This is an optimization exercise on Yosys and OpenROAD, whose aim is small area and a short achievable clock period, not a production implementation. Function was not checked in any run shown here: the RTL went through the layout flow alone. Power figures rest on the tool's default switching activity, not on a simulated workload.

==> flow/design.v (outline; a module is shown in full before it is edited, if it fits) <==
// module DSP: 2868 lines
// module dsp_ao21: 5 lines
// module dsp_faf: 8 lines
// module dsp_maj: 5 lines
// module dsp_fa: 6 lines
// module dsp_aoi_gt: 6 lines
// module dsp_aoi_g: 5 lines
// module dsp_oai_gt: 6 lines
// module dsp_oai_g: 5 lines
// module dsp_xor: 5 lines
// module dsp_mxi: 5 lines
// module dsp_xnor: 5 lines
module DSP(A,B,C,D,CLK,CARRYIN,OPMODE,BCIN,RSTA,RSTB,RSTM,RSTP,RSTC,RSTD,RSTCARRYIN,RSTOPMODE,
          CEA,CEB,CEM,CEP,CEC,CED,CECARRYIN,CEOPMODE,PCIN,BCOUT,PCOUT,P,M,CARRYOUT,CARRYOUTF);
  // ...
==> flow/flow/run.sh <==
#!/bin/bash
# Standard layout with two changes: the port buffers are plain buf_1 cells
# instead of the default delay buffers, and ABC maps for a lighter load, so
# that it picks the smaller cell sizes and leaves sizing to the resizer.
export BUFFER_PORTS_ARGS="-buffer_cell sky130_fd_sc_hd__buf_1"
bash standard.sh ABC_LOAD_IN_FF=0.2 finish > standard.log 2>&1
==> flow/standard.sh <==
#!/bin/bash
# synth_recipe.tcl (not shown) runs the flow's synth.tcl, then flattens the netlist and writes it again
# the make line also repeats each setting of config.mk as NAME=value (left out here)
make -C /OpenROAD-flow-scripts/flow DESIGN_CONFIG=/design/flow/config.mk WORK_HOME=/design/flow/orfs CLKGATE_MAP_FILE= SYNTH_SCRIPT=/design/flow/synth_recipe.tcl "${@:-finish}"
==> flow/config.mk <==
export PLATFORM = sky130hd
export DESIGN_NAME = DSP
export DESIGN_NICKNAME = DSP
export VERILOG_FILES = /design/flow/design.v
export SDC_FILE = /design/flow/constraint.sdc
export NUM_CORES = 4
export LEC_CHECK = 0
export CAP_MARGIN = 20
export CORE_MARGIN = 2
export CORE_UTILIZATION = 55
export SETUP_SLACK_MARGIN = 4.1
export SLEW_MARGIN = 20
export SYNTH_HIERARCHICAL = 1
export SYNTH_MINIMUM_KEEP_SIZE = 0
==> flow/constraint.sdc <==
create_clock -name core_clock -period 8.0 [get_ports {CLK}]
set_input_delay 1.6000 -clock core_clock [delete_from_list [all_inputs] [get_ports {CLK}]]
set_output_delay 1.6000 -clock core_clock [all_outputs]
set_load 0.01 [all_outputs]
==> impl_metrics.env, run 1 <==
export IMPL_run_status="complete, no violations"
export IMPL_grt_pass1_wl_um=122000
export IMPL_nFlopsAndLatches=223
export IMPL_layout_drive_gt1_share_pct=16.2
export IMPL_ys_async_sr_fraction_pct=0
export IMPL_wl_met3_um=7350
export IMPL_fin_crit_sh_pct=49.4
export IMPL_viasPerCell=6.02
export IMPL_top_usage_layer="met2"
export IMPL_ys_types=49
export IMPL_synth_top_family_by_area="XOR/XNOR gates"
export IMPL_p_int_mw=2.58
export IMPL_reg2regPathDepth=14
export IMPL_fillers=3558
export IMPL_path_buf_inv=1
export IMPL_drc=0
export IMPL_synth_most_common_cell="nand2_1"
export IMPL_yosys_top_cells_area="dfxtp_1 (15%), xor2_1 (14%), fa_1 (14%)"
export IMPL_n_clock_buffer=33
export IMPL_holdPathStages=2
export IMPL_synth_xor_area_share_pct=18.7
export IMPL_r2r_start="A_r[6]$_SDFFE_PP0P_"
export IMPL_clkCellAreaFrac_pct=3.44
export IMPL_port_buffers=326
export IMPL_multiInputGateArea_mm2=0.0178
export IMPL_p_comb_share_pct=33.7
export IMPL_layout_commonest_cell="nand2_1"
export IMPL_m1WireLength_um=36500
export IMPL_routedWlPerCell_um=23.9
export IMPL_synth_top_area_share_pct=14.8
export IMPL_synth_area_leader_cell="dfxtp_1"
export IMPL_ys_seq_area_share_pct=20.9
export IMPL_rows=75
export IMPL_cts_buffers=28
export IMPL_clock_latency_ns=0.61
export IMPL_swShare_pct=37.4
export IMPL_reg_top3="C_r (48), P_r (48), MS_r (35)"
export IMPL_die_h_um=211
export IMPL_largest_cell_class="multi-input gates"
export IMPL_pg_seq_mw=1.37
==> run 2, diff against run 1 <==
--- a/flow/design.v
+++ b/flow/design.v
@@ -1172,300 +1172,300 @@
     dsp_xnor u_ts5 (.a(tc2), .b(ts3), .y(ts5));
     assign tc6 = tc2 | ts3;
     dsp_fa u_ts7 (.a(ppn_0_3), .b(ppn_1_2), .c(ppn_2_1), .s(ts7), .co(tc8));
     dsp_fa u_ts9 (.a(ppn_3_0), .b(tc4), .c(ts7), .s(ts9), .co(tc10));
     dsp_xnor u_ts11 (.a(tc6), .b(ts9), .y(ts11));
     assign tc12 = tc6 | ts9;
     dsp_fa u_ts13 (.a(ppn_0_4), .b(ppn_1_3), .c(ppn_2_2), .s(ts13), .co(tc14));
     dsp_fa u_ts15 (.a(ppn_3_1), .b(ppn_4_0), .c(tc8), .s(ts15), .co(tc16));
-    dsp_faf u_ts17 (.a(ts13), .b(tc10), .c(ts15), .s(ts17), .co(tc18));
+    dsp_fa u_ts17 (.a(ts13), .b(tc10), .c(ts15), .s(ts17), .co(tc18));
     dsp_xnor u_ts19 (.a(tc12), .b(ts17), .y(ts19));
     assign tc20 = tc12 | ts17;
     dsp_fa u_ts21 (.a(ppn_0_5), .b(ppn_1_4), .c(ppn_2_3), .s(ts21), .co(tc22));
     dsp_fa u_ts23 (.a(ppn_3_2), .b(ppn_4_1), .c(ppn_5_0), .s(ts23), .co(tc24));
     dsp_fa u_ts25 (.a(tc14), .b(ts21), .c(ts23), .s(ts25), .co(tc26));
     dsp_faf u_ts27 (.a(tc16), .b(ts25), .c(tc18), .s(ts27), .co(tc28));
     dsp_xnor u_ts29 (.a(ts27), .b(tc20), .y(ts29));
     assign tc30 = ts27 | tc20;
     dsp_fa u_ts31 (.a(ppn_0_6), .b(ppn_1_5), .c(ppn_2_4), .s(ts31), .co(tc32));
     dsp_fa u_ts33 (.a(ppn_3_3), .b(ppn_4_2), .c(ppn_5_1), .s(ts33), .co(tc34));
     dsp_fa u_ts35 (.a(ppn_6_0), .b(tc22), .c(tc24), .s(ts35), .co(tc36));
-    dsp_faf u_ts37 (.a(ts31), .b(ts33), .c(tc26), .s(ts37), .co(tc38));
+    dsp_fa u_ts37 (.a(ts31), .b(ts33), .c(tc26), .s(ts37), .co(tc38));
     dsp_faf u_ts39 (.a(ts35), .b(ts37), .c(tc28), .s(ts39), .co(tc40));
     dsp_xnor u_ts41 (.a(tc30), .b(ts39), .y(ts41));
     assign tc42 = tc30 | ts39;
     dsp_fa u_ts43 (.a(ppn_0_7), .b(ppn_1_6), .c(ppn_2_5), .s(ts43), .co(tc44));
     dsp_fa u_ts45 (.a(ppn_3_4), .b(ppn_4_3), .c(ppn_5_2), .s(ts45), .co(tc46));
     dsp_fa u_ts47 (.a(ppn_6_1), .b(ppn_7_0), .c(tc32), .s(ts47), .co(tc48));
     dsp_fa u_ts49 (.a(tc34), .b(ts43), .c(ts45), .s(ts49), .co(tc50));
     dsp_faf u_ts51 (.a(tc36), .b(ts47), .c(ts49), .s(ts51), .co(tc52));
-    dsp_faf u_ts53 (.a(tc38), .b(ts51), .c(tc40), .s(ts53), .co(tc54));
+    dsp_faf u_ts53 (.a(ts51), .b(tc38), .c(tc40), .s(ts53), .co(tc54));
     dsp_xnor u_ts55 (.a(tc42), .b(ts53), .y(ts55));
     assign tc56 = tc42 | ts53;
     dsp_fa u_ts57 (.a(ppn_0_8), .b(ppn_1_7), .c(ppn_2_6), .s(ts57), .co(tc58));
     dsp_fa u_ts59 (.a(ppn_3_5), .b(ppn_4_4), .c(ppn_5_3), .s(ts59), .co(tc60));
     dsp_fa u_ts61 (.a(ppn_6_2), .b(ppn_7_1), .c(ppn_8_0), .s(ts61), .co(tc62));
     dsp_fa u_ts63 (.a(tc44), .b(tc46), .c(ts57), .s(ts63), .co(tc64));
-    dsp_faf u_ts65 (.a(ts59), .b(ts61), .c(tc48), .s(ts65), .co(tc66));
-    dsp_faf u_ts67 (.a(tc50), .b(ts63), .c(ts65), .s(ts67), .co(tc68));
-    dsp_faf u_ts69 (.a(tc52), .b(ts67), .c(tc54), .s(ts69), .co(tc70));
+    dsp_fa u_ts65 (.a(ts59), .b(ts61), .c(tc48), .s(ts65), .co(tc66));
+    dsp_faf u_ts67 (.a(tc50), .b(ts63), .c(tc52), .s(ts67), .co(tc68));
+    dsp_faf u_ts69 (.a(ts65), .b(ts67), .c(tc54), .s(ts69), .co(tc70));
     dsp_fa u_ts71 (.a(ppn_0_9), .b(ppn_1_8), .c(ppn_2_7), .s(ts71), .co(tc72));
     dsp_fa u_ts73 (.a(ppn_3_6), .b(ppn_4_5), .c(ppn_5_4), .s(ts73), .co(tc74));
     dsp_fa u_ts75 (.a(ppn_6_3), .b(ppn_7_2), .c(ppn_8_1), .s(ts75), .co(tc76));
     dsp_fa u_ts77 (.a(ppn_9_0), .b(tc58), .c(tc60), .s(ts77), .co(tc78));
     dsp_fa u_ts79 (.a(tc62), .b(ts71), .c(ts73), .s(ts79), .co(tc80));
-    dsp_faf u_ts81 (.a(ts75), .b(tc64), .c(ts77), .s(ts81), .co(tc82));
+    dsp_fa u_ts81 (.a(ts75), .b(tc64), .c(ts77), .s(ts81), .co(tc82));
     dsp_faf u_ts83 (.a(ts79), .b(tc66), .c(ts81), .s(ts83), .co(tc84));
     dsp_xnor u_ts85 (.a(tc68), .b(ts83), .y(ts85));
     assign tc86 = tc68 | ts83;
     dsp_fa u_ts87 (.a(ppn_0_10), .b(ppn_10_0), .c(ppn_1_9), .s(ts87), .co(tc88));
     dsp_fa u_ts89 (.a(ppn_2_8), .b(ppn_3_7), .c(ppn_4_6), .s(ts89), .co(tc90));
     dsp_fa u_ts91 (.a(ppn_5_5), .b(ppn_6_4), .c(ppn_7_3), .s(ts91), .co(tc92));
     dsp_fa u_ts93 (.a(ppn_8_2), .b(ppn_9_1), .c(tc72), .s(ts93), .co(tc94));
     dsp_fa u_ts95 (.a(tc74), .b(tc76), .c(ts87), .s(ts95), .co(tc96));
-    dsp_faf u_ts97 (.a(ts89), .b(ts91), .c(tc78), .s(ts97), .co(tc98));
-    dsp_faf u_ts99 (.a(ts93), .b(tc80), .c(ts95), .s(ts99), .co(tc100));
-    dsp_faf u_ts101 (.a(ts97), .b(tc82), .c(ts99), .s(ts101), .co(tc102));
+    dsp_fa u_ts97 (.a(ts89), .b(ts91), .c(tc78), .s(ts97), .co(tc98));
+    dsp_fa u_ts99 (.a(ts93), .b(tc80), .c(ts95), .s(ts99), .co(tc100));
+    dsp_faf u_ts101 (.a(tc82), .b(ts97), .c(ts99), .s(ts101), .co(tc102));
     dsp_xnor u_ts103 (.a(tc84), .b(ts101), .y(ts103));
     assign tc104 = tc84 | ts101;
     dsp_fa u_ts105 (.a(ppn_0_11), .b(ppn_10_1), .c(ppn_11_0), .s(ts105), .co(tc106));
     dsp_fa u_ts107 (.a(ppn_1_10), .b(ppn_2_9), .c(ppn_3_8), .s(ts107), .co(tc108));
     dsp_fa u_ts109 (.a(ppn_4_7), .b(ppn_5_6), .c(ppn_6_5), .s(ts109), .co(tc110));
     dsp_fa u_ts111 (.a(ppn_7_4), .b(ppn_8_3), .c(ppn_9_2), .s(ts111), .co(tc112));
     dsp_fa u_ts113 (.a(tc88), .b(tc90), .c(tc92), .s(ts113), .co(tc114));
     dsp_fa u_ts115 (.a(ts105), .b(ts107), .c(ts109), .s(ts115), .co(tc116));
-    dsp_faf u_ts117 (.a(ts111), .b(tc94), .c(tc96), .s(ts117), .co(tc118));
+    dsp_fa u_ts117 (.a(ts111), .b(tc94), .c(tc96), .s(ts117), .co(tc118));
     dsp_faf u_ts119 (.a(ts113), .b(ts115), .c(tc98), .s(ts119), .co(tc120));
     dsp_faf u_ts121 (.a(ts117), .b(tc100), .c(ts119), .s(ts121), .co(tc122));
     dsp_xnor u_ts123 (.a(tc102), .b(ts121), .y(ts123));
     assign tc124 = tc102 | ts121;
     dsp_fa u_ts125 (.a(ppn_0_12), .b(ppn_10_2), .c(ppn_11_1), .s(ts125), .co(tc126));
     dsp_fa u_ts127 (.a(ppn_12_0), .b(ppn_1_11), .c(ppn_2_10), .s(ts127), .co(tc128));
     dsp_fa u_ts129 (.a(ppn_3_9), .b(ppn_4_8), .c(ppn_5_7), .s(ts129), .co(tc130));
     dsp_fa u_ts131 (.a(ppn_6_6), .b(ppn_7_5), .c(ppn_8_4), .s(ts131), .co(tc132));
     dsp_fa u_ts133 (.a(ppn_9_3), .b(tc106), .c(tc108), .s(ts133), .co(tc134));
     dsp_fa u_ts135 (.a(tc110), .b(tc112), .c(ts125), .s(ts135), .co(tc136));
     dsp_fa u_ts137 (.a(ts127), .b(ts129), .c(ts131), .s(ts137), .co(tc138));
-    dsp_faf u_ts139 (.a(tc114), .b(tc116), .c(ts133), .s(ts139), .co(tc140));
+    dsp_fa u_ts139 (.a(tc114), .b(tc116), .c(ts133), .s(ts139), .co(tc140));
     dsp_faf u_ts141 (.a(ts135), .b(ts137), .c(tc118), .s(ts141), .co(tc142));
     dsp_faf u_ts143 (.a(ts139), .b(ts141), .c(tc120), .s(ts143), .co(tc144));
     dsp_xnor u_ts145 (.a(tc122), .b(ts143), .y(ts145));
     assign tc146 = tc122 | ts143;
     dsp_fa u_ts147 (.a(ppn_0_13), .b(ppn_10_3), .c(ppn_11_2), .s(ts147), .co(tc148));
     dsp_fa u_ts149 (.a(ppn_12_1), .b(ppn_13_0), .c(ppn_1_12), .s(ts149), .co(tc150));
     dsp_fa u_ts151 (.a(ppn_2_11), .b(ppn_3_10), .c(ppn_4_9), .s(ts151), .co(tc152));
     dsp_fa u_ts153 (.a(ppn_5_8), .b(ppn_6_7), .c(ppn_7_6), .s(ts153), .co(tc154));
     dsp_fa u_ts155 (.a(ppn_8_5), .b(ppn_9_4), .c(tc126), .s(ts155), .co(tc156));
     dsp_fa u_ts157 (.a(tc128), .b(tc130), .c(tc132), .s(ts157), .co(tc158));
     dsp_fa u_ts159 (.a(ts147), .b(ts149), .c(ts151), .s(ts159), .co(tc160));
-    dsp_faf u_ts161 (.a(ts153), .b(tc134), .c(tc136), .s(ts161), .co(tc162));
-    dsp_faf u_ts163 (.a(ts155), .b(tc138), .c(ts157), .s(ts163), .co(tc164));
+    dsp_fa u_ts161 (.a(ts153), .b(tc134), .c(tc136), .s(ts161), .co(tc162));
+    dsp_fa u_ts163 (.a(ts155), .b(tc138), .c(ts157), .s(ts163), .co(tc164));
     dsp_faf u_ts165 (.a(ts159), .b(tc140), .c(ts161), .s(ts165), .co(tc166));
     dsp_faf u_ts167 (.a(ts163), .b(tc142), .c(ts165), .s(ts167), .co(tc168));
     dsp_xnor u_ts169 (.a(tc144), .b(ts167), .y(ts169));
     assign tc170 = tc144 | ts167;
     dsp_fa u_ts171 (.a(ppn_0_14), .b(ppn_10_4), .c(ppn_11_3), .s(ts171), .co(tc172));
     dsp_fa u_ts173 (.a(ppn_12_2), .b(ppn_13_1), .c(ppn_14_0), .s(ts173), .co(tc174));
     dsp_fa u_ts175 (.a(ppn_1_13), .b(ppn_2_12), .c(ppn_3_11), .s(ts175), .co(tc176));
     dsp_fa u_ts177 (.a(ppn_4_10), .b(ppn_5_9), .c(ppn_6_8), .s(ts177), .co(tc178));
     dsp_fa u_ts179 (.a(ppn_7_7), .b(ppn_8_6), .c(ppn_9_5), .s(ts179), .co(tc180));
     dsp_fa u_ts181 (.a(tc148), .b(tc150), .c(tc152), .s(ts181), .co(tc182));
     dsp_fa u_ts183 (.a(tc154), .b(ts171), .c(ts173), .s(ts183), .co(tc184));
     dsp_fa u_ts185 (.a(ts175), .b(ts177), .c(ts179), .s(ts185), .co(tc186));
-    dsp_faf u_ts187 (.a(tc156), .b(tc158), .c(tc160), .s(ts187), .co(tc188));
+    dsp_fa u_ts187 (.a(tc156), .b(tc158), .c(tc160), .s(ts187), .co(tc188));
     dsp_faf u_ts189 (.a(ts181), .b(ts183), .c(ts185), .s(ts189), .co(tc190));
-    dsp_faf u_ts191 (.a(tc162), .b(tc164), .c(ts187), .s(ts191), .co(tc192));
-    dsp_faf u_ts193 (.a(ts189), .b(tc166), .c(ts191), .s(ts193), .co(tc194));
+    dsp_faf u_ts191 (.a(tc162), .b(tc164), .c(ts189), .s(ts191), .co(tc192));
+    dsp_faf u_ts193 (.a(ts187), .b(tc166), .c(ts191), .s(ts193), .co(tc194));
     dsp_xnor u_ts195 (.a(tc168), .b(ts193), .y(ts195));
     assign tc196 = tc168 | ts193;
     dsp_fa u_ts197 (.a(ppn_0_15), .b(ppn_10_5), .c(ppn_11_4), .s(ts197), .co(tc198));
     dsp_fa u_ts199 (.a(ppn_12_3), .b(ppn_13_2), .c(ppn_14_1), .s(ts199), .co(tc200));
     dsp_fa u_ts201 (.a(ppn_15_0), .b(ppn_1_14), .c(ppn_2_13), .s(ts201), .co(tc202));
     dsp_fa u_ts203 (.a(ppn_3_12), .b(ppn_4_11), .c(ppn_5_10), .s(ts203), .co(tc204));
     dsp_fa u_ts205 (.a(ppn_6_9), .b(ppn_7_8), .c(ppn_8_7), .s(ts205), .co(tc206));
     dsp_fa u_ts207 (.a(ppn_9_6), .b(tc172), .c(tc174), .s(ts207), .co(tc208));
     dsp_fa u_ts209 (.a(tc176), .b(tc178), .c(tc180), .s(ts209), .co(tc210));
     dsp_fa u_ts211 (.a(ts197), .b(ts199), .c(ts201), .s(ts211), .co(tc212));
-    dsp_faf u_ts213 (.a(ts203), .b(ts205), .c(tc182), .s(ts213), .co(tc214));
-    dsp_faf u_ts215 (.a(tc184), .b(tc186), .c(ts207), .s(ts215), .co(tc216));
-    dsp_faf u_ts217 (.a(ts209), .b(ts211), .c(ts213), .s(ts217), .co(tc218));
-    dsp_faf u_ts219 (.a(tc188), .b(tc190), .c(ts215), .s(ts219), .co(tc220));
+    dsp_fa u_ts213 (.a(ts203), .b(ts205), .c(tc182), .s(ts213), .co(tc214));
+    dsp_fa u_ts215 (.a(tc184), .b(tc186), .c(ts207), .s(ts215), .co(tc216));
+    dsp_faf u_ts217 (.a(ts209), .b(ts211), .c(tc190), .s(ts217), .co(tc218));
+    dsp_faf u_ts219 (.a(tc188), .b(ts213), .c(ts215), .s(ts219), .co(tc220));
     dsp_faf u_ts221 (.a(ts217), .b(tc192), .c(ts219), .s(ts221), .co(tc222));
     dsp_xnor u_ts223 (.a(tc194), .b(ts221), .y(ts223));
     assign tc224 = tc194 | ts221;
     dsp_fa u_ts225 (.a(ppn_0_16), .b(ppn_10_6), .c(ppn_11_5), .s(ts225), .co(tc226));
     dsp_fa u_ts227 (.a(ppn_12_4), .b(ppn_13_3), .c(ppn_14_2), .s(ts227), .co(tc228));
     dsp_fa u_ts229 (.a(ppn_15_1), .b(ppn_16_0), .c(ppn_1_15), .s(ts229), .co(tc230));
     dsp_fa u_ts231 (.a(ppn_2_14), .b(ppn_3_13), .c(ppn_4_12), .s(ts231), .co(tc232));
     dsp_fa u_ts233 (.a(ppn_5_11), .b(ppn_6_10), .c(ppn_7_9), .s(ts233), .co(tc234));
     dsp_fa u_ts235 (.a(ppn_8_8), .b(ppn_9_7), .c(tc198), .s(ts235), .co(tc236));
     dsp_fa u_ts237 (.a(tc200), .b(tc202), .c(tc204), .s(ts237), .co(tc238));
     dsp_fa u_ts239 (.a(tc206), .b(ts225), .c(ts227), .s(ts239), .co(tc240));
     dsp_fa u_ts241 (.a(ts229), .b(ts231), .c(ts233), .s(ts241), .co(tc242));
-    dsp_faf u_ts243 (.a(tc208), .b(tc210), .c(ts235), .s(ts243), .co(tc244));
+    dsp_fa u_ts243 (.a(tc208), .b(tc210), .c(ts235), .s(ts243), .co(tc244));
     dsp_faf u_ts245 (.a(tc212), .b(ts237), .c(ts239), .s(ts245), .co(tc246));
-    dsp_faf u_ts247 (.a(ts241), .b(tc214), .c(tc216), .s(ts247), .co(tc248));
-    dsp_faf u_ts249 (.a(ts243), .b(ts245), .c(tc218), .s(ts249), .co(tc250));
+    dsp_faf u_ts247 (.a(ts241), .b(tc214), .c(ts245), .s(ts247), .co(tc248));
+    dsp_faf u_ts249 (.a(tc216), .b(ts243), .c(tc218), .s(ts249), .co(tc250));
     dsp_faf u_ts251 (.a(ts247), .b(tc220), .c(ts249), .s(ts251), .co(tc252));
     dsp_xnor u_ts253 (.a(tc222), .b(ts251), .y(ts253));
     assign tc254 = tc222 | ts251;
     dsp_fa u_ts255 (.a(ppn_0_17), .b(ppn_10_7), .c(ppn_11_6), .s(ts255), .co(tc256));
     dsp_fa u_ts257 (.a(ppn_12_5), .b(ppn_13_4), .c(ppn_14_3), .s(ts257), .co(tc258));
     dsp_fa u_ts259 (.a(ppn_15_2), .b(ppn_16_1), .c(ppn_17_0), .s(ts259), .co(tc260));
     dsp_fa u_ts261 (.a(ppn_1_16), .b(ppn_2_15), .c(ppn_3_14), .s(ts261), .co(tc262));
     dsp_fa u_ts263 (.a(ppn_4_13), .b(ppn_5_12), .c(ppn_6_11), .s(ts263), .co(tc264));
     dsp_fa u_ts265 (.a(ppn_7_10), .b(ppn_8_9), .c(ppn_9_8), .s(ts265), .co(tc266));
     dsp_fa u_ts267 (.a(tc226), .b(tc228), .c(tc230), .s(ts267), .co(tc268));
     dsp_fa u_ts269 (.a(tc232), .b(tc234), .c(ts255), .s(ts269), .co(tc270));
     dsp_fa u_ts271 (.a(ts257), .b(ts259), .c(ts261), .s(ts271), .co(tc272));
-    dsp_faf u_ts273 (.a(ts263), .b(ts265), .c(tc236), .s(ts273), .co(tc274));
-    dsp_faf u_ts275 (.a(tc238), .b(tc240), .c(tc242), .s(ts275), .co(tc276));
+    dsp_fa u_ts273 (.a(ts263), .b(ts265), .c(tc236), .s(ts273), .co(tc274));
+    dsp_fa u_ts275 (.a(tc238), .b(tc240), .c(tc242), .s(ts275), .co(tc276));
     dsp_faf u_ts277 (.a(ts267), .b(ts269), .c(ts271), .s(ts277), .co(tc278));
-    dsp_faf u_ts279 (.a(ts273), .b(tc244), .c(tc246), .s(ts279), .co(tc280));
-    dsp_faf u_ts281 (.a(ts275), .b(ts277), .c(tc248), .s(ts281), .co(tc282));
-    dsp_faf u_ts283 (.a(ts279), .b(tc250), .c(ts281), .s(ts283), .co(tc284));
+    dsp_faf u_ts279 (.a(tc246), .b(ts273), .c(tc244), .s(ts279), .co(tc280));
+    dsp_faf u_ts281 (.a(ts277), .b(ts275), .c(tc248), .s(ts281), .co(tc282));
+    dsp_faf u_ts283 (.a(ts279), .b(ts281), .c(tc250), .s(ts283), .co(tc284));
     dsp_xnor u_ts285 (.a(tc252), .b(ts283), .y(ts285));
     assign tc286 = tc252 | ts283;
     dsp_fa u_ts287 (.a(ppn_10_8), .b(ppn_11_7), .c(ppn_12_6), .s(ts287), .co(tc288));
     dsp_fa u_ts289 (.a(ppn_13_5), .b(ppn_14_4), .c(ppn_15_3), .s(ts289), .co(tc290));
     dsp_fa u_ts291 (.a(ppn_16_2), .b(ppn_17_1), .c(ppn_1_17), .s(ts291), .co(tc292));
     dsp_fa u_ts293 (.a(ppn_2_16), .b(ppn_3_15), .c(ppn_4_14), .s(ts293), .co(tc294));
     dsp_fa u_ts295 (.a(ppn_5_13), .b(ppn_6_12), .c(ppn_7_11), .s(ts295), .co(tc296));
     dsp_fa u_ts297 (.a(ppn_8_10), .b(ppn_9_9), .c(tc256), .s(ts297), .co(tc298));
     dsp_fa u_ts299 (.a(tc258), .b(tc260), .c(tc262), .s(ts299), .co(tc300));
     dsp_fa u_ts301 (.a(tc264), .b(tc266), .c(ts287), .s(ts301), .co(tc302));
     dsp_fa u_ts303 (.a(ts289), .b(ts291), .c(ts293), .s(ts303), .co(tc304));
-    dsp_faf u_ts305 (.a(ts295), .b(tc268), .c(tc270), .s(ts305), .co(tc306));
-    dsp_faf u_ts307 (.a(ts297), .b(tc272), .c(ts299), .s(ts307), .co(tc308));
+    dsp_fa u_ts305 (.a(ts295), .b(tc268), .c(tc270), .s(ts305), .co(tc306));
+    dsp_fa u_ts307 (.a(ts297), .b(tc272), .c(ts299), .s(ts307), .co(tc308));
     dsp_faf u_ts309 (.a(ts301), .b(ts303), .c(tc274), .s(ts309), .co(tc310));
-    dsp_faf u_ts311 (.a(tc276), .b(tc278), .c(ts305), .s(ts311), .co(tc312));
+    dsp_faf u_ts311 (.a(tc278), .b(tc276), .c(ts305), .s(ts311), .co(tc312));
     dsp_faf u_ts313 (.a(ts307), .b(ts309), .c(tc280), .s(ts313), .co(tc314));
     dsp_faf u_ts315 (.a(ts311), .b(ts313), .c(tc282), .s(ts315), .co(tc316));
     dsp_xnor u_ts317 (.a(tc284), .b(ts315), .y(ts317));
     assign tc318 = tc284 | ts315;
     dsp_fa u_ts319 (.a(ppn_10_9), .b(ppn_11_8), .c(ppn_12_7), .s(ts319), .co(tc320));
     dsp_fa u_ts321 (.a(ppn_13_6), .b(ppn_14_5), .c(ppn_15_4), .s(ts321), .co(tc322));
     dsp_fa u_ts323 (.a(ppn_16_3), .b(ppn_17_2), .c(ppn_2_17), .s(ts323), .co(tc324));
     dsp_fa u_ts325 (.a(ppn_3_16), .b(ppn_4_15), .c(ppn_5_14), .s(ts325), .co(tc326));
     dsp_fa u_ts327 (.a(ppn_6_13), .b(ppn_7_12), .c(ppn_8_11), .s(ts327), .co(tc328));
     dsp_fa u_ts329 (.a(ppn_9_10), .b(tc288), .c(tc290), .s(ts329), .co(tc330));
     dsp_fa u_ts331 (.a(tc292), .b(tc294), .c(tc296), .s(ts331), .co(tc332));
     dsp_fa u_ts333 (.a(ts319), .b(ts321), .c(ts323), .s(ts333), .co(tc334));
-    dsp_faf u_ts335 (.a(ts325), .b(ts327), .c(tc298), .s(ts335), .co(tc336));
-    dsp_faf u_ts337 (.a(tc300), .b(tc302), .c(tc304), .s(ts337), .co(tc338));
+    dsp_fa u_ts335 (.a(ts325), .b(ts327), .c(tc298), .s(ts335), .co(tc336));
+    dsp_fa u_ts337 (.a(tc300), .b(tc302), .c(tc304), .s(ts337), .co(tc338));
     dsp_faf u_ts339 (.a(ts329), .b(ts331), .c(ts333), .s(ts339), .co(tc340));
-    dsp_faf u_ts341 (.a(ts335), .b(tc306), .c(tc308), .s(ts341), .co(tc342));
-    dsp_faf u_ts343 (.a(ts337), .b(ts339), .c(tc310), .s(ts343), .co(tc344));
+    dsp_faf u_ts341 (.a(ts335), .b(tc306), .c(ts339), .s(ts341), .co(tc342));
+    dsp_faf u_ts343 (.a(tc308), .b(ts337), .c(tc310), .s(ts343), .co(tc344));
     dsp_faf u_ts345 (.a(tc312), .b(ts341), .c(ts343), .s(ts345), .co(tc346));
     dsp_faf u_ts347 (.a(tc314), .b(ts345), .c(tc316), .s(ts347), .co(tc348));
     dsp_fa u_ts349 (.a(ppn_10_10), .b(ppn_11_9), .c(ppn_12_8), .s(ts349), .co(tc350));
     dsp_fa u_ts351 (.a(ppn_13_7), .b(ppn_14_6), .c(ppn_15_5), .s(ts351), .co(tc352));
     dsp_fa u_ts353 (.a(ppn_16_4), .b(ppn_17_3), .c(ppn_3_17), .s(ts353), .co(tc354));
     dsp_fa u_ts355 (.a(ppn_4_16), .b(ppn_5_15), .c(ppn_6_14), .s(ts355), .co(tc356));
     dsp_fa u_ts357 (.a(ppn_7_13), .b(ppn_8_12), .c(ppn_9_11), .s(ts357), .co(tc358));
     dsp_fa u_ts359 (.a(tc320), .b(tc322), .c(tc324), .s(ts359), .co(tc360));
     dsp_fa u_ts361 (.a(tc326), .b(tc328), .c(ts349), .s(ts361), .co(tc362));
     dsp_fa u_ts363 (.a(ts351), .b(ts353), .c(ts355), .s(ts363), .co(tc364));
-    dsp_faf u_ts365 (.a(ts357), .b(tc330), .c(tc332), .s(ts365), .co(tc366));
-    dsp_faf u_ts367 (.a(tc334), .b(ts359), .c(ts361), .s(ts367), .co(tc368));
-    dsp_faf u_ts369 (.a(ts363), .b(tc336), .c(tc338), .s(ts369), .co(tc370));
-    dsp_faf u_ts371 (.a(tc340), .b(ts365), .c(ts367), .s(ts371), .co(tc372));
+    dsp_fa u_ts365 (.a(ts357), .b(tc330), .c(tc332), .s(ts365), .co(tc366));
+    dsp_fa u_ts367 (.a(tc334), .b(ts359), .c(ts361), .s(ts367), .co(tc368));
+    dsp_faf u_ts369 (.a(ts363), .b(tc336), .c(tc340), .s(ts369), .co(tc370));
+    dsp_faf u_ts371 (.a(tc338), .b(ts365), .c(ts367), .s(ts371), .co(tc372));
     dsp_faf u_ts373 (.a(ts369), .b(tc342), .c(ts371), .s(ts373), .co(tc374));
     dsp_faf u_ts375 (.a(tc344), .b(ts373), .c(tc346), .s(ts375), .co(tc376));
     dsp_fa u_ts377 (.a(ppn_10_11), .b(ppn_11_10), .c(ppn_12_9), .s(ts377), .co(tc378));
     dsp_fa u_ts379 (.a(ppn_13_8), .b(ppn_14_7), .c(ppn_15_6), .s(ts379), .co(tc380));
     dsp_fa u_ts381 (.a(ppn_16_5), .b(ppn_17_4), .c(ppn_4_17), .s(ts381), .co(tc382));
     dsp_fa u_ts383 (.a(ppn_5_16), .b(ppn_6_15), .c(ppn_7_14), .s(ts383), .co(tc384));
     dsp_fa u_ts385 (.a(ppn_8_13), .b(ppn_9_12), .c(tc350), .s(ts385), .co(tc386));
     dsp_fa u_ts387 (.a(tc352), .b(tc354), .c(tc356), .s(ts387), .co(tc388));
     dsp_fa u_ts389 (.a(tc358), .b(ts377), .c(ts379), .s(ts389), .co(tc390));
-    dsp_faf u_ts391 (.a(ts381), .b(ts383), .c(tc360), .s(ts391), .co(tc392));
-    dsp_faf u_ts393 (.a(tc362), .b(ts385), .c(tc364), .s(ts393), .co(tc394));
-    dsp_faf u_ts395 (.a(ts387), .b(ts389), .c(ts391), .s(ts395), .co(tc396));
-    dsp_faf u_ts397 (.a(tc366), .b(tc368), .c(ts393), .s(ts397), .co(tc398));
+    dsp_fa u_ts391 (.a(ts381), .b(ts383), .c(tc360), .s(ts391), .co(tc392));
+    dsp_fa u_ts393 (.a(tc362), .b(ts385), .c(tc364), .s(ts393), .co(tc394));
+    dsp_faf u_ts395 (.a(ts387), .b(ts389), .c(tc366), .s(ts395), .co(tc396));
+    dsp_faf u_ts397 (.a(ts391), .b(tc368), .c(ts393), .s(ts397), .co(tc398));
     dsp_faf u_ts399 (.a(ts395), .b(tc370), .c(tc372), .s(ts399), .co(tc400));
     dsp_faf u_ts401 (.a(ts397), .b(ts399), .c(tc374), .s(ts401), .co(tc402));
     dsp_fa u_ts403 (.a(ppn_10_12), .b(ppn_11_11), .c(ppn_12_10), .s(ts403), .co(tc404));
     dsp_fa u_ts405 (.a(ppn_13_9), .b(ppn_14_8), .c(ppn_15_7), .s(ts405), .co(tc406));
     dsp_fa u_ts407 (.a(ppn_16_6), .b(ppn_17_5), .c(ppn_5_17), .s(ts407), .co(tc408));
     dsp_fa u_ts409 (.a(ppn_6_16), .b(ppn_7_15), .c(ppn_8_14), .s(ts409), .co(tc410));
     dsp_fa u_ts411 (.a(ppn_9_13), .b(tc378), .c(tc380), .s(ts411), .co(tc412));
     dsp_fa u_ts413 (.a(tc382), .b(tc384), .c(ts403), .s(ts413), .co(tc414));
     dsp_fa u_ts415 (.a(ts405), .b(ts407), .c(ts409), .s(ts415), .co(tc416));
-    dsp_faf u_ts417 (.a(tc386), .b(tc388), .c(tc390), .s(ts417), .co(tc418));
+    dsp_fa u_ts417 (.a(tc386), .b(tc388), .c(tc390), .s(ts417), .co(tc418));
     dsp_faf u_ts419 (.a(ts411), .b(ts413), .c(ts415), .s(ts419), .co(tc420));
-    dsp_faf u_ts421 (.a(tc392), .b(tc394), .c(ts417), .s(ts421), .co(tc422));
-    dsp_faf u_ts423 (.a(ts419), .b(tc396), .c(tc398), .s(ts423), .co(tc424));
-    dsp_faf u_ts425 (.a(ts421), .b(ts423), .c(tc400), .s(ts425), .co(tc426));
+    dsp_faf u_ts421 (.a(tc392), .b(ts419), .c(tc394), .s(ts421), .co(tc422));
+    dsp_faf u_ts423 (.a(ts417), .b(tc396), .c(tc398), .s(ts423), .co(tc424));
+    dsp_faf u_ts425 (.a(ts421), .b(tc400), .c(ts423), .s(ts425), .co(tc426));
     dsp_fa u_ts427 (.a(ppn_10_13), .b(ppn_11_12), .c(ppn_12_11), .s(ts427), .co(tc428));
     dsp_fa u_ts429 (.a(ppn_13_10), .b(ppn_14_9), .c(ppn_15_8), .s(ts429), .co(tc430));
     dsp_fa u_ts431 (.a(ppn_16_7), .b(ppn_17_6), .c(ppn_6_17), .s(ts431), .co(tc432));
     dsp_fa u_ts433 (.a(ppn_7_16), .b(ppn_8_15), .c(ppn_9_14), .s(ts433), .co(tc434));
     dsp_fa u_ts435 (.a(tc404), .b(tc406), .c(tc408), .s(ts435), .co(tc436));
     dsp_fa u_ts437 (.a(tc410), .b(ts427), .c(ts429), .s(ts437), .co(tc438));
-    dsp_faf u_ts439 (.a(ts431), .b(ts433), .c(tc412), .s(ts439), .co(tc440));
-    dsp_faf u_ts441 (.a(tc414), .b(tc416), .c(ts435), .s(ts441), .co(tc442));
-    dsp_faf u_ts443 (.a(ts437), .b(ts439), .c(tc418), .s(ts443), .co(tc444));
-    dsp_faf u_ts445 (.a(tc420), .b(ts441), .c(ts443), .s(ts445), .co(tc446));
-    dsp_faf u_ts447 (.a(tc422), .b(ts445), .c(tc424), .s(ts447), .co(tc448));
+    dsp_fa u_ts439 (.a(ts431), .b(ts433), .c(tc412), .s(ts439), .co(tc440));
+    dsp_fa u_ts441 (.a(tc414), .b(tc416), .c(ts435), .s(ts441), .co(tc442));
+    dsp_faf u_ts443 (.a(ts437), .b(tc420), .c(tc418), .s(ts443), .co(tc444));
+    dsp_faf u_ts445 (.a(ts439), .b(ts441), .c(tc422), .s(ts445), .co(tc446));
+    dsp_faf u_ts447 (.a(ts443), .b(ts445), .c(tc424), .s(ts447), .co(tc448));
     dsp_fa u_ts449 (.a(ppn_10_14), .b(ppn_11_13), .c(ppn_12_12), .s(ts449), .co(tc450));
     dsp_fa u_ts451 (.a(ppn_13_11), .b(ppn_14_10), .c(ppn_15_9), .s(ts451), .co(tc452));
     dsp_fa u_ts453 (.a(ppn_16_8), .b(ppn_17_7), .c(ppn_7_17), .s(ts453), .co(tc454));
     dsp_fa u_ts455 (.a(ppn_8_16), .b(ppn_9_15), .c(tc428), .s(ts455), .co(tc456));
     dsp_fa u_ts457 (.a(tc430), .b(tc432), .c(tc434), .s(ts457), .co(tc458));
     dsp_fa u_ts459 (.a(ts449), .b(ts451), .c(ts453), .s(ts459), .co(tc460));
-    dsp_faf u_ts461 (.a(tc436), .b(ts455), .c(tc438), .s(ts461), .co(tc462));
+    dsp_fa u_ts461 (.a(tc436), .b(ts455), .c(tc438), .s(ts461), .co(tc462));
     dsp_faf u_ts463 (.a(ts457), .b(ts459), .c(tc440), .s(ts463), .co(tc464));
     dsp_faf u_ts465 (.a(tc442), .b(ts461), .c(ts463), .s(ts465), .co(tc466));
     dsp_faf u_ts467 (.a(tc444), .b(ts465), .c(tc446), .s(ts467), .co(tc468));
     dsp_fa u_ts469 (.a(ppn_10_15), .b(ppn_11_14), .c(ppn_12_13), .s(ts469), .co(tc470));
     dsp_fa u_ts471 (.a(ppn_13_12), .b(ppn_14_11), .c(ppn_15_10), .s(ts471), .co(tc472));
     dsp_fa u_ts473 (.a(ppn_16_9), .b(ppn_17_8), .c(ppn_8_17), .s(ts473), .co(tc474));
     dsp_fa u_ts475 (.a(ppn_9_16), .b(tc450), .c(tc452), .s(ts475), .co(tc476));
     dsp_fa u_ts477 (.a(tc454), .b(ts469), .c(ts471), .s(ts477), .co(tc478));
-    dsp_faf u_ts479 (.a(ts473), .b(tc456), .c(tc458), .s(ts479), .co(tc480));
+    dsp_fa u_ts479 (.a(ts473), .b(tc456), .c(tc458), .s(ts479), .co(tc480));
     dsp_faf u_ts481 (.a(tc460), .b(ts475), .c(ts477), .s(ts481), .co(tc482));
-    dsp_faf u_ts483 (.a(tc462), .b(ts479), .c(ts481), .s(ts483), .co(tc484));
+    dsp_faf u_ts483 (.a(ts481), .b(tc462), .c(ts479), .s(ts483), .co(tc484));
     dsp_faf u_ts485 (.a(tc464), .b(ts483), .c(tc466), .s(ts485), .co(tc486));
     dsp_fa u_ts487 (.a(ppn_10_16), .b(ppn_11_15), .c(ppn_12_14), .s(ts487), .co(tc488));
     dsp_fa u_ts489 (.a(ppn_13_13), .b(ppn_14_12), .c(ppn_15_11), .s(ts489), .co(tc490));
     dsp_fa u_ts491 (.a(ppn_16_10), .b(ppn_17_9), .c(ppn_9_17), .s(ts491), .co(tc492));
     dsp_fa u_ts493 (.a(tc470), .b(tc472), .c(tc474), .s(ts493), .co(tc494));
     dsp_fa u_ts495 (.a(ts487), .b(ts489), .c(ts491), .s(ts495), .co(tc496));
-    dsp_faf u_ts497 (.a(tc476), .b(tc478), .c(ts493), .s(ts497), .co(tc498));
+    dsp_fa u_ts497 (.a(tc476), .b(tc478), .c(ts493), .s(ts497), .co(tc498));
     dsp_faf u_ts499 (.a(ts495), .b(tc480), .c(tc482), .s(ts499), .co(tc500));
-    dsp_faf u_ts501 (.a(ts497), .b(ts499), .c(tc484), .s(ts501), .co(tc502));
+    dsp_faf u_ts501 (.a(ts497), .b(tc484), .c(ts499), .s(ts501), .co(tc502));
     dsp_fa u_ts503 (.a(ppn_10_17), .b(ppn_11_16), .c(ppn_12_15), .s(ts503), .co(tc504));
     dsp_fa u_ts505 (.a(ppn_13_14), .b(ppn_14_13), .c(ppn_15_12), .s(ts505), .co(tc506));
     dsp_fa u_ts507 (.a(ppn_16_11), .b(ppn_17_10), .c(tc488), .s(ts507), .co(tc508));
     dsp_fa u_ts509 (.a(tc490), .b(tc492), .c(ts503), .s(ts509), .co(tc510));
-    dsp_faf u_ts511 (.a(ts505), .b(tc494), .c(ts507), .s(ts511), .co(tc512));
+    dsp_fa u_ts511 (.a(ts505), .b(tc494), .c(ts507), .s(ts511), .co(tc512));
     dsp_faf u_ts513 (.a(tc496), .b(ts509), .c(tc498), .s(ts513), .co(tc514));
     dsp_faf u_ts515 (.a(ts511), .b(ts513), .c(tc500), .s(ts515), .co(tc516));
     dsp_fa u_ts517 (.a(ppn_11_17), .b(ppn_12_16), .c(ppn_13_15), .s(ts517), .co(tc518));
     dsp_fa u_ts519 (.a(ppn_14_14), .b(ppn_15_13), .c(ppn_16_12), .s(ts519), .co(tc520));
     dsp_fa u_ts521 (.a(ppn_17_11), .b(tc504), .c(tc506), .s(ts521), .co(tc522));
-    dsp_faf u_ts523 (.a(ts517), .b(ts519), .c(tc508), .s(ts523), .co(tc524));
+    dsp_fa u_ts523 (.a(ts517), .b(ts519), .c(tc508), .s(ts523), .co(tc524));
     dsp_faf u_ts525 (.a(tc510), .b(ts521), .c(ts523), .s(ts525), .co(tc526));
     dsp_faf u_ts527 (.a(tc512), .b(ts525), .c(tc514), .s(ts527), .co(tc528));
     dsp_fa u_ts529 (.a(ppn_12_17), .b(ppn_13_16), .c(ppn_14_15), .s(ts529), .co(tc530));
     dsp_fa u_ts531 (.a(ppn_15_14), .b(ppn_16_13), .c(ppn_17_12), .s(ts531), .co(tc532));
     dsp_fa u_ts533 (.a(tc518), .b(tc520), .c(ts529), .s(ts533), .co(tc534));
-    dsp_faf u_ts535 (.a(ts531), .b(tc522), .c(ts533), .s(ts535), .co(tc536));
+    dsp_fa u_ts535 (.a(ts531), .b(tc522), .c(ts533), .s(ts535), .co(tc536));
     dsp_faf u_ts537 (.a(tc524), .b(ts535), .c(tc526), .s(ts537), .co(tc538));
     dsp_fa u_ts539 (.a(ppn_13_17), .b(ppn_14_16), .c(ppn_15_15), .s(ts539), .co(tc540));
     dsp_fa u_ts541 (.a(ppn_16_14), .b(ppn_17_13), .c(tc530), .s(ts541), .co(tc542));
-    dsp_faf u_ts543 (.a(tc532), .b(ts539), .c(tc534), .s(ts543), .co(tc544));
-    dsp_faf u_ts545 (.a(ts541), .b(ts543), .c(tc536), .s(ts545), .co(tc546));
+    dsp_fa u_ts543 (.a(tc532), .b(ts539), .c(tc534), .s(ts543), .co(tc544));
+    dsp_faf u_ts545 (.a(ts541), .b(tc536), .c(ts543), .s(ts545), .co(tc546));
     dsp_fa u_ts547 (.a(ppn_14_17), .b(ppn_15_16), .c(ppn_16_15), .s(ts547), .co(tc548));
     dsp_fa u_ts549 (.a(ppn_17_14), .b(tc540), .c(ts547), .s(ts549), .co(tc550));
     dsp_faf u_ts551 (.a(tc542), .b(ts549), .c(tc544), .s(ts551), .co(tc552));
     dsp_fa u_ts553 (.a(ppn_15_17), .b(ppn_16_16), .c(ppn_17_15), .s(ts553), .co(tc554));
-    dsp_faf u_ts555 (.a(tc548), .b(ts553), .c(tc550), .s(ts555), .co(tc556));
+    dsp_fa u_ts555 (.a(tc548), .b(ts553), .c(tc550), .s(ts555), .co(tc556));
     dsp_fa u_ts557 (.a(ppn_16_17), .b(ppn_17_16), .c(tc554), .s(ts557), .co(tc558));
     wire pg_p8, pg_g8;
     dsp_xor u_pg8 (.a(tc56), .b(ts69), .y(pg_p8));
     assign pg_g8 = ~(tc56 | ts69);
     wire pg_p9, pg_g9;
     dsp_xor u_pg9 (.a(ts85), .b(tc70), .y(pg_p9));
     assign pg_g9 = ~(ts85 | tc70);
     wire pg_p10, pg_g10;
@@ -1497,36 +1497,36 @@
     assign pg_g18 = ~(tc286 | ts317);
     wire pg_p19, pg_g19;
     dsp_xor u_pg19 (.a(tc318), .b(ts347), .y(pg_p19));
     assign pg_g19 = ~(tc318 | ts347);
     wire pg_p20, pg_g20;
     dsp_xor u_pg20 (.a(ts375), .b(tc348), .y(pg_p20));
     assign pg_g20 = ~(ts375 | tc348);
     wire pg_p21, pg_g21;
-    dsp_xor u_pg21 (.a(tc376), .b(ts401), .y(pg_p21));
-    assign pg_g21 = ~(tc376 | ts401);
+    dsp_xor u_pg21 (.a(ts401), .b(tc376), .y(pg_p21));
+    assign pg_g21 = ~(ts401 | tc376);
     wire pg_p22, pg_g22;
-    dsp_xor u_pg22 (.a(ts425), .b(tc402), .y(pg_p22));
-    assign pg_g22 = ~(ts425 | tc402);
+    dsp_xor u_pg22 (.a(tc402), .b(ts425), .y(pg_p22));
+    assign pg_g22 = ~(tc402 | ts425);
     wire pg_p23, pg_g23;
     dsp_xor u_pg23 (.a(ts447), .b(tc426), .y(pg_p23));
     assign pg_g23 = ~(ts447 | tc426);
     wire pg_p24, pg_g24;
     dsp_xor u_pg24 (.a(ts467), .b(tc448), .y(pg_p24));
     assign pg_g24 = ~(ts467 | tc448);
     wire pg_p25, pg_g25;
     dsp_xor u_pg25 (.a(ts485), .b(tc468), .y(pg_p25));
     assign pg_g25 = ~(ts485 | tc468);
     wire pg_p26, pg_g26;
-    dsp_xor u_pg26 (.a(tc486), .b(ts501), .y(pg_p26));
-    assign pg_g26 = ~(tc486 | ts501);
+    dsp_xor u_pg26 (.a(ts501), .b(tc486), .y(pg_p26));
+    assign pg_g26 = ~(ts501 | tc486);
     wire pg_p27, pg_g27;
-    dsp_xor u_pg27 (.a(ts515), .b(tc502), .y(pg_p27));
-    assign pg_g27 = ~(ts515 | tc502);
+    dsp_xor u_pg27 (.a(tc502), .b(ts515), .y(pg_p27));
+    assign pg_g27 = ~(tc502 | ts515);
     wire pg_p28, pg_g28;
     dsp_xor u_pg28 (.a(ts527), .b(tc516), .y(pg_p28));
     assign pg_g28 = ~(ts527 | tc516);
     wire pg_p29, pg_g29;
     dsp_xor u_pg29 (.a(ts537), .b(tc528), .y(pg_p29));
     assign pg_g29 = ~(ts537 | tc528);
     wire pg_p30, pg_g30;
     dsp_xor u_pg30 (.a(ts545), .b(tc538), .y(pg_p30));
@@ -1913,79 +1913,25 @@
     assign ma_s_20 = ~(MS_r[28] ^ ma_g5_19);
     assign ma_s_21 = ~(MS_r[29] ^ ma_g5_20);
     assign ma_s_22 = ~(MS_r[30] ^ ma_g5_21);
     assign ma_s_23 = ~(MS_r[31] ^ ma_g5_22);
     assign ma_s_24 = ~(MS_r[32] ^ ma_g5_23);
     assign ma_s_25 = ~(MS_r[33] ^ ma_g5_24);
     assign ma_s_26 = ~(MS_r[34] ^ ma_g5_25);
     assign ma_s_27 = ~(1'b0 ^ ma_g5_26);
-    wire mport_9;
-    dsp_xor u_mport9 (.a(MS_r[9]), .b(MC_r[0]), .y(mport_9));
-    wire mport_10;
-    dsp_xnor u_mport10 (.a(MS_r[10]), .b(ma_g1_1), .y(mport_10));
-    wire mport_11;
-    dsp_xor u_mport11 (.a(MS_r[11]), .b(ma_g2_2), .y(mport_11));
-    wire mport_12;
-    dsp_xor u_mport12 (.a(MS_r[12]), .b(ma_g2_3), .y(mport_12));
-    wire mport_13;
-    dsp_xnor u_mport13 (.a(MS_r[13]), .b(ma_g3_4), .y(mport_13));
-    wire mport_14;
-    dsp_xnor u_mport14 (.a(MS_r[14]), .b(ma_g3_5), .y(mport_14));
-    wire mport_15;
-    dsp_xnor u_mport15 (.a(MS_r[15]), .b(ma_g3_6), .y(mport_15));
-    wire mport_16;
-    dsp_xnor u_mport16 (.a(MS_r[16]), .b(ma_g3_7), .y(mport_16));
-    wire mport_17;
-    dsp_xor u_mport17 (.a(MS_r[17]), .b(ma_g4_8), .y(mport_17));
-    wire mport_18;
-    dsp_xor u_mport18 (.a(MS_r[18]), .b(ma_g4_9), .y(mport_18));
-    wire mport_19;
-    dsp_xor u_mport19 (.a(MS_r[19]), .b(ma_g4_10), .y(mport_19));
-    wire mport_20;
-    dsp_xor u_mport20 (.a(MS_r[20]), .b(ma_g4_11), .y(mport_20));
-    wire mport_21;
-    dsp_xor u_mport21 (.a(MS_r[21]), .b(ma_g4_12), .y(mport_21));
-    wire mport_22;
-    dsp_xor u_mport22 (.a(MS_r[22]), .b(ma_g4_13), .y(mport_22));
-    wire mport_23;
-    dsp_xor u_mport23 (.a(MS_r[23]), .b(ma_g4_14), .y(mport_23));
-    wire mport_24;
-    dsp_xor u_mport24 (.a(MS_r[24]), .b(ma_g4_15), .y(mport_24));
-    wire mport_25;
-    dsp_xnor u_mport25 (.a(MS_r[25]), .b(ma_g5_16), .y(mport_25));
-    wire mport_26;
-    dsp_xnor u_mport26 (.a(MS_r[26]), .b(ma_g5_17), .y(mport_26));
-    wire mport_27;
-    dsp_xnor u_mport27 (.a(MS_r[27]), .b(ma_g5_18), .y(mport_27));
-    wire mport_28;
-    dsp_xnor u_mport28 (.a(MS_r[28]), .b(ma_g5_19), .y(mport_28));
-    wire mport_29;
-    dsp_xnor u_mport29 (.a(MS_r[29]), .b(ma_g5_20), .y(mport_29));
-    wire mport_30;
-    dsp_xnor u_mport30 (.a(MS_r[30]), .b(ma_g5_21), .y(mport_30));
-    wire mport_31;
-    dsp_xnor u_mport31 (.a(MS_r[31]), .b(ma_g5_22), .y(mport_31));
-    wire mport_32;
-    dsp_xnor u_mport32 (.a(MS_r[32]), .b(ma_g5_23), .y(mport_32));
-    wire mport_33;
-    dsp_xnor u_mport33 (.a(MS_r[33]), .b(ma_g5_24), .y(mport_33));
-    wire mport_34;
-    dsp_xnor u_mport34 (.a(MS_r[34]), .b(ma_g5_25), .y(mport_34));
-    wire mport_35;
-    dsp_xnor u_mport35 (.a(1'b0), .b(ma_g5_26), .y(mport_35));
     assign mprod = {ma_s_27, ma_s_26, ma_s_25, ma_s_24, ma_s_23, ma_s_22, ma_s_21, ma_s_20, ma_s_19, ma_s_18, ma_s_17, ma_s_16, ma_s_15, ma_s_14, ma_s_13, ma_s_12, ma_s_11, ma_s_10, ma_s_9, ma_s_8, ma_s_7, ma_s_6, ma_s_5, ma_s_4, ma_s_3, ma_s_2, ma_s_1, MS_r[8], MS_r[7], MS_r[6], MS_r[5], MS_r[4], MS_r[3], MS_r[2], MS_r[1], MS_r[0]};
-    assign M = {mport_35, mport_34, mport_33, mport_32, mport_31, mport_30, mport_29, mport_28, mport_27, mport_26, mport_25, mport_24, mport_23, mport_22, mport_21, mport_20, mport_19, mport_18, mport_17, mport_16, mport_15, mport_14, mport_13, mport_12, mport_11, mport_10, mport_9, MS_r[8], MS_r[7], MS_r[6], MS_r[5], MS_r[4], MS_r[3], MS_r[2], MS_r[1], MS_r[0]};
+    assign M = mprod;
     reg [47:0] X, Zr;
     always @(*) begin
         case (OP_r[1:0])
         2'd0: X = 48'd0;
         2'd1: X = {{12{mprod[35]}}, mprod};
         2'd2: X = P_r;
-        default: X = {D_r[11:0], A_r, B_r};
+        default: X = {D_r[11:0], (A_r & {18{~A_z}}), B_r};
         endcase
         Zr = (OP_r[3:2] == 2'd2) ? P_r : (OP_r[3:2] == 2'd3) ? (C_r & {48{~C_z}}) : 48'd0;
     end
     wire [47:0] Z;
     wire zpc = (OP_r[3:2] == 2'd1);
     dsp_ao21 u_z0 (.a(PCIN[0]), .s(zpc), .r(Zr[0]), .y(Z[0]));
     dsp_ao21 u_z1 (.a(PCIN[1]), .s(zpc), .r(Zr[1]), .y(Z[1]));
     dsp_ao21 u_z2 (.a(PCIN[2]), .s(zpc), .r(Zr[2]), .y(Z[2]));
@@ -2847,19 +2793,20 @@
     assign pp_s_47 = ~(pp_p_48 ^ pp_g6_47);
     wire [47:0] psum = {pp_s_47, pp_s_46, pp_s_45, pp_s_44, pp_s_43, pp_s_42, pp_s_41, pp_s_40, pp_s_39, pp_s_38, pp_s_37, pp_s_36, pp_s_35, pp_s_34, pp_s_33, pp_s_32, pp_s_31, pp_s_30, pp_s_29, pp_s_28, pp_s_27, pp_s_26, pp_s_25, pp_s_24, pp_s_23, pp_s_22, pp_s_21, pp_s_20, pp_s_19, pp_s_18, pp_s_17, pp_s_16, pp_s_15, pp_s_14, pp_s_13, pp_s_12, pp_s_11, pp_s_10, pp_s_9, pp_s_8, pp_s_7, pp_s_6, pp_s_5, pp_s_4, pp_s_3, pp_s_2, pp_s_1, pp_s_0};
     wire cout = pp_g7_48;
     always @(posedge CLK) begin
         if (RSTD) D_r <= 18'd0; else if (CED) D_r <= D;
         if (RSTC) C_z <= 1'b1; else if (CEC) C_z <= 1'b0;
         if (CEC) C_r <= C;
         if (RSTOPMODE) OP_r <= 8'd0; else if (CEOPMODE) OP_r <= OPMODE;
-        if (RSTA) A_r <= 18'd0; else if (CEA) A_r <= A;
+        if (RSTA) A_z <= 1'b1; else if (CEA) A_z <= 1'b0;
+        if (CEA) A_r <= A;
         if (RSTB) B_r <= 18'd0; else if (CEB) B_r <= B_n;
-        if (RSTM) begin MS_r <= {35{1'b0}}; MC_r <= {27{1'b0}}; end
+        if (RSTM | (CEM & A_z)) begin MS_r <= {35{1'b0}}; MC_r <= {27{1'b0}}; end
         else if (CEM) begin MS_r <= row0; MC_r <= row1; end
         if (RSTCARRYIN) begin CYI_r <= 1'b0; CYO_r <= 1'b0; end
         else if (CECARRYIN) begin CYI_r <= OP_r[5]; CYO_r <= cout; end
         if (RSTP) P_r <= 48'd0; else if (CEP) P_r <= psum;
     end
     assign P = P_r;
     assign PCOUT = P_r;
     assign BCOUT = B_r;
==> flow/flow/run.sh (replaced) <==
#!/bin/bash
# Standard layout with two changes: the port buffers are plain buf_1 cells
# instead of the default delay buffers, and ABC maps for a lighter load, so
# that it picks the smaller cell sizes and leaves sizing to the resizer.
export BUFFER_PORTS_ARGS="-buffer_cell sky130_fd_sc_hd__buf_1"
bash standard.sh ABC_LOAD_IN_FF=1 finish > standard.log 2>&1
==> impl_metrics.env, run 2 <==
export IMPL_rsz0062_at_grt="true"
export IMPL_p_leak_nw=9.98
export IMPL_ys_async_sr_fraction_pct=0
export IMPL_run_status="complete, no violations"
export IMPL_die_area_mm2=0.0437
export IMPL_synthTopCellsByCount="nand2_1 (497), nor2_1 (337), xor2_1 (303)"
export IMPL_critPathArrivalTime_ns=4.44
export IMPL_end_kind="flop"
export IMPL_max_cap_violations=0
export IMPL_die_w_um=209
export IMPL_root_buffer="clkbuf_16"
export IMPL_synth_top_area_share_pct=16.9
export IMPL_required_ns=8.48
export IMPL_synth_edf_count=66
export IMPL_setup_viol=0
export IMPL_syn_nets=3104
export IMPL_routedWlPerCell_um=22.9
export IMPL_critPathTopFamily="adder cells"
export IMPL_synth_area_leader_cell="fa_1"
export IMPL_hold_path_class="reg2reg"
export IMPL_cts_buffers=28
export IMPL_rows=75
export IMPL_crit_fanout=4
export IMPL_clock_latency_ns=0.59
export IMPL_cpPeakStageDelay_ns=0.60
export IMPL_layout_commonest_cell="nand2_1"
export IMPL_p_per_area_mw_per_mm2=209
export IMPL_htreeDepth=1
export IMPL_path_class="reg2reg"
export IMPL_start_util_pct=55.4
export IMPL_ys_seq_area_share_pct=22.3
export IMPL_dp_cells=3369
export IMPL_grt_max_degree=73
export IMPL_port_buffers=326
export IMPL_synth_cells=2715
export IMPL_vdd_drop_max_mv=0.208
export IMPL_worst_slew_pin_slew_ns=1.02
export IMPL_fin_setup_tns_ns=0
export IMPL_cp_start_kind="flop"
export IMPL_drt_first_pass_iters=5
export IMPL_power_mw=5.72
export IMPL_synth_seq_cells=224
export IMPL_drv_slew=0
export IMPL_finalWirelength_um=82000
export IMPL_synth_avg_cell_area_um2=8.52
export IMPL_area_growth_pct=18.3
export IMPL_die_h_um=209
export IMPL_synthFlopType="dfxtp_1"
export IMPL_layout_drive_gt1_share_pct=17.2
export IMPL_fillers=3544
export IMPL_viasPerCell=5.89
export IMPL_path_cells="buf_4 -> nand2_1 -> fa_1 -> fa_1 -> fa_2 -> xor2_1 -> xor2_2 -> maj3_2 -> maj3_2 -> xor2_1 -> mux2i_1 -> nor2_1"
export IMPL_path_buf_inv=1
export IMPL_post_route_min_period_ns=3.96
export IMPL_yosys_top_cells_area="fa_1 (17%), dfxtp_1 (14%), xor2_1 (11%)"
export IMPL_ys_types=49
export IMPL_max_slew_margin_rel_pct=32.0
export IMPL_synth_most_common_cell="nand2_1"
export IMPL_drc=0
export IMPL_layout_common_cells="nand2_1 (491), nor2_1 (327), buf_1 (322)"
export IMPL_finalNonFillerCells=3579
export IMPL_nets=3402
export IMPL_gp_congestion=0.928
export IMPL_drt_iter0_drc=1816
export IMPL_ant_nets=0
export IMPL_grt_pass1_vias=20400
export IMPL_grt_pass1_wl_um=118000
export IMPL_ys_warn_count=7
export IMPL_grt_usage_pct=35.5
export IMPL_core_mm2=0.0418
export IMPL_fmax_mhz=253
export IMPL_io_pins=346
export IMPL_numClockSinks=224
export IMPL_skew_ns=0.0305
export IMPL_cts_path_max_buffers=3
export IMPL_fin_crit_sh_pct=49.5
export IMPL_antenna_found_initial=7
export IMPL_syn_area_mm2=0.0231
export IMPL_grt_remaining_overflow=0
export IMPL_hold_viol=0
export IMPL_postCtsHoldBufs=0
export IMPL_crit_path_top_delay_cell="fa_2"
export IMPL_cts_tree="yes"
export IMPL_dp_hpwl_um=57500
export IMPL_reg_top3="C_r (48), P_r (48), MS_r (35)"
export IMPL_clk_pin_slew_ns=0.06
export IMPL_vias=21100
## run 2: cell types whose count changed after synthesis, sizes merged, moves of 17 or more
cell,before,now
dfxtp,175,158
xnor2,131,105
fa,160,195
xor2,373,303
edfxtp,48,66
maj3,102,67
## run 2: stage by stage
stage | util (%) | hold slack [ns] | area (um2) | setup WS (ns)
after floorplan | - | 0.427 | 23200 | 4.10
after global placement | 57.3 | 0.473 | 23900 | 3.37
after detailed placement | 57.4 | 0.478 | 24000 | 3.35
after CTS | 62.1 | 0.488 | 25900 | 4.04
after global routing | 65.5 | 0.506 | 27400 | 3.91
final | 65.5 | 0.491 | 27400 | 4.04
## run 2: tightest hold or removal path, cell delays in order, from the launching register on
cell      delay, ns
dfxtp_1        0.32
nand2b_1       0.07
a21oi_1        0.05
## run 2: kinds of logic (layout without fill, tap and decap cells)
| group | Yosys count | after routing | synth area share (%) |
|---|---|---|---|
| buffers and inverters | 274 | 593 | 6.27 |
| multiplexers | 152 | 152 | 6.69 |
| other | 1 | 6 | 0.0162 |
| XOR/XNOR | 408 | 408 | 15.5 |
| AND/OR/NAND/NOR | 916 | 917 | 16.0 |
| AO/OA/AOI/OAI | 478 | 478 | 13.2 |
| flip-flops | 224 | 224 | 22.3 |
| adder cells (fa/ha/maj) | 262 | 262 | 20.1 |
## run 2: timing repair
item,in CTS,in global routing
pin swaps,5,84
resized for setup,106,172
setup endpoints to repair,93,72
gates cloned,2,2
setup buffers,72,77
## run 2: Yosys stat by module, one instance, submodules excluded, excerpt
module	cell area [um2]	flip-flops and latches	cells
dsp_xnor	8.76	0	1
dsp_fa	20.0	0	1
dsp_aoi_g	5.00	0	1
dsp_oai_gt	8.76	0	2
dsp_oai_g	5.00	0	1
dsp_aoi_gt	8.76	0	2
dsp_ao21	7.51	0	1
dsp_xor	8.76	0	1
DSP	13900	224	1694
dsp_maj	11.3	0	1
## run 2: layout make-up
cell class / instances / area (um2) / area share, %
sequential: 224 / 5240 / 19.2
antenna: 5 / 12.5 / 0.0457
clock inverter: 15 / 144 / 0.526
multi-input combinational: 2218 / 17200 / 63.0
clock buffer: 37 / 766 / 2.80
timing repair buffer: 504 / 3140 / 11.5
inverter: 37 / 139 / 0.508
tap: 539 / 674 / 2.47
## run 2: power breakdown
part	switching (mW)	internal, mW	total [mW]
registers	0.192	1.29	1.48
clock network	0.534	0.739	1.27
logic	1.68	1.29	2.97
## run 2: final timing paths
kind                         startpoint                    end  slack (ns)  cells after the start
setup / recovery      A_r[17]$_DFFE_PP_  MS_r[20]$_SDFFE_PP0P_        4.04                     12
hold / removal    MC_r[26]$_SDFFE_PP0P_  MC_r[26]$_SDFFE_PP0P_        0.49                      2
setup reg to reg      A_r[17]$_DFFE_PP_  MS_r[20]$_SDFFE_PP0P_        4.04                     12
hold reg to reg   MC_r[26]$_SDFFE_PP0P_  MC_r[26]$_SDFFE_PP0P_        0.49                      2
## run 2: metal layers
layer	track usage [%]	up-vias	routed length [um]	part of all wire, %
li1	-	9541	-	-
met1	48.3	10300	34500	42
met2	54.6	1094	36400	44
met3	9.20	181	8070	9.8
met4	12.8	6	3040	3.7
met5	0	-	40	0.049

-- port drivers added, routing unchanged --
No port has a modelled driver above. Below, the same layouts with a new extraction and two added sets of constraints.
Step 1: set_driving_cell puts a clkbuf_16 on CLK and a buf_2 on each other input, an assumption about the parent block.
Step 2, shift: input delay + t, output delay - t, t = (earliest + latest rising clock arrival at the registers) / 2. This alone moves slack from input paths to output paths.
a / b / c = ideal ports / drivers / drivers and shift; a / b = the first two.
| run | t (ns) | setup slack, ns | worst setup path at the end | latest minus earliest clock arrival (ns) | slew at the worst register clock pin (ns) |
|---|---|---|---|---|---|
| run 1 | 0.644 | 4.046 / 4.046 / 3.704 | input to register | 0.030 / 0.030 | 0.07 / 0.07 |
| run 2 | 0.635 | 4.041 / 4.036 / 3.791 | input to register | 0.030 / 0.031 | 0.06 / 0.06 |
After both steps every run listed still meets setup and hold. The setup slack of run 1, which loses most, moves by 0.000 ns with the drivers and by -0.342 ns with both steps.
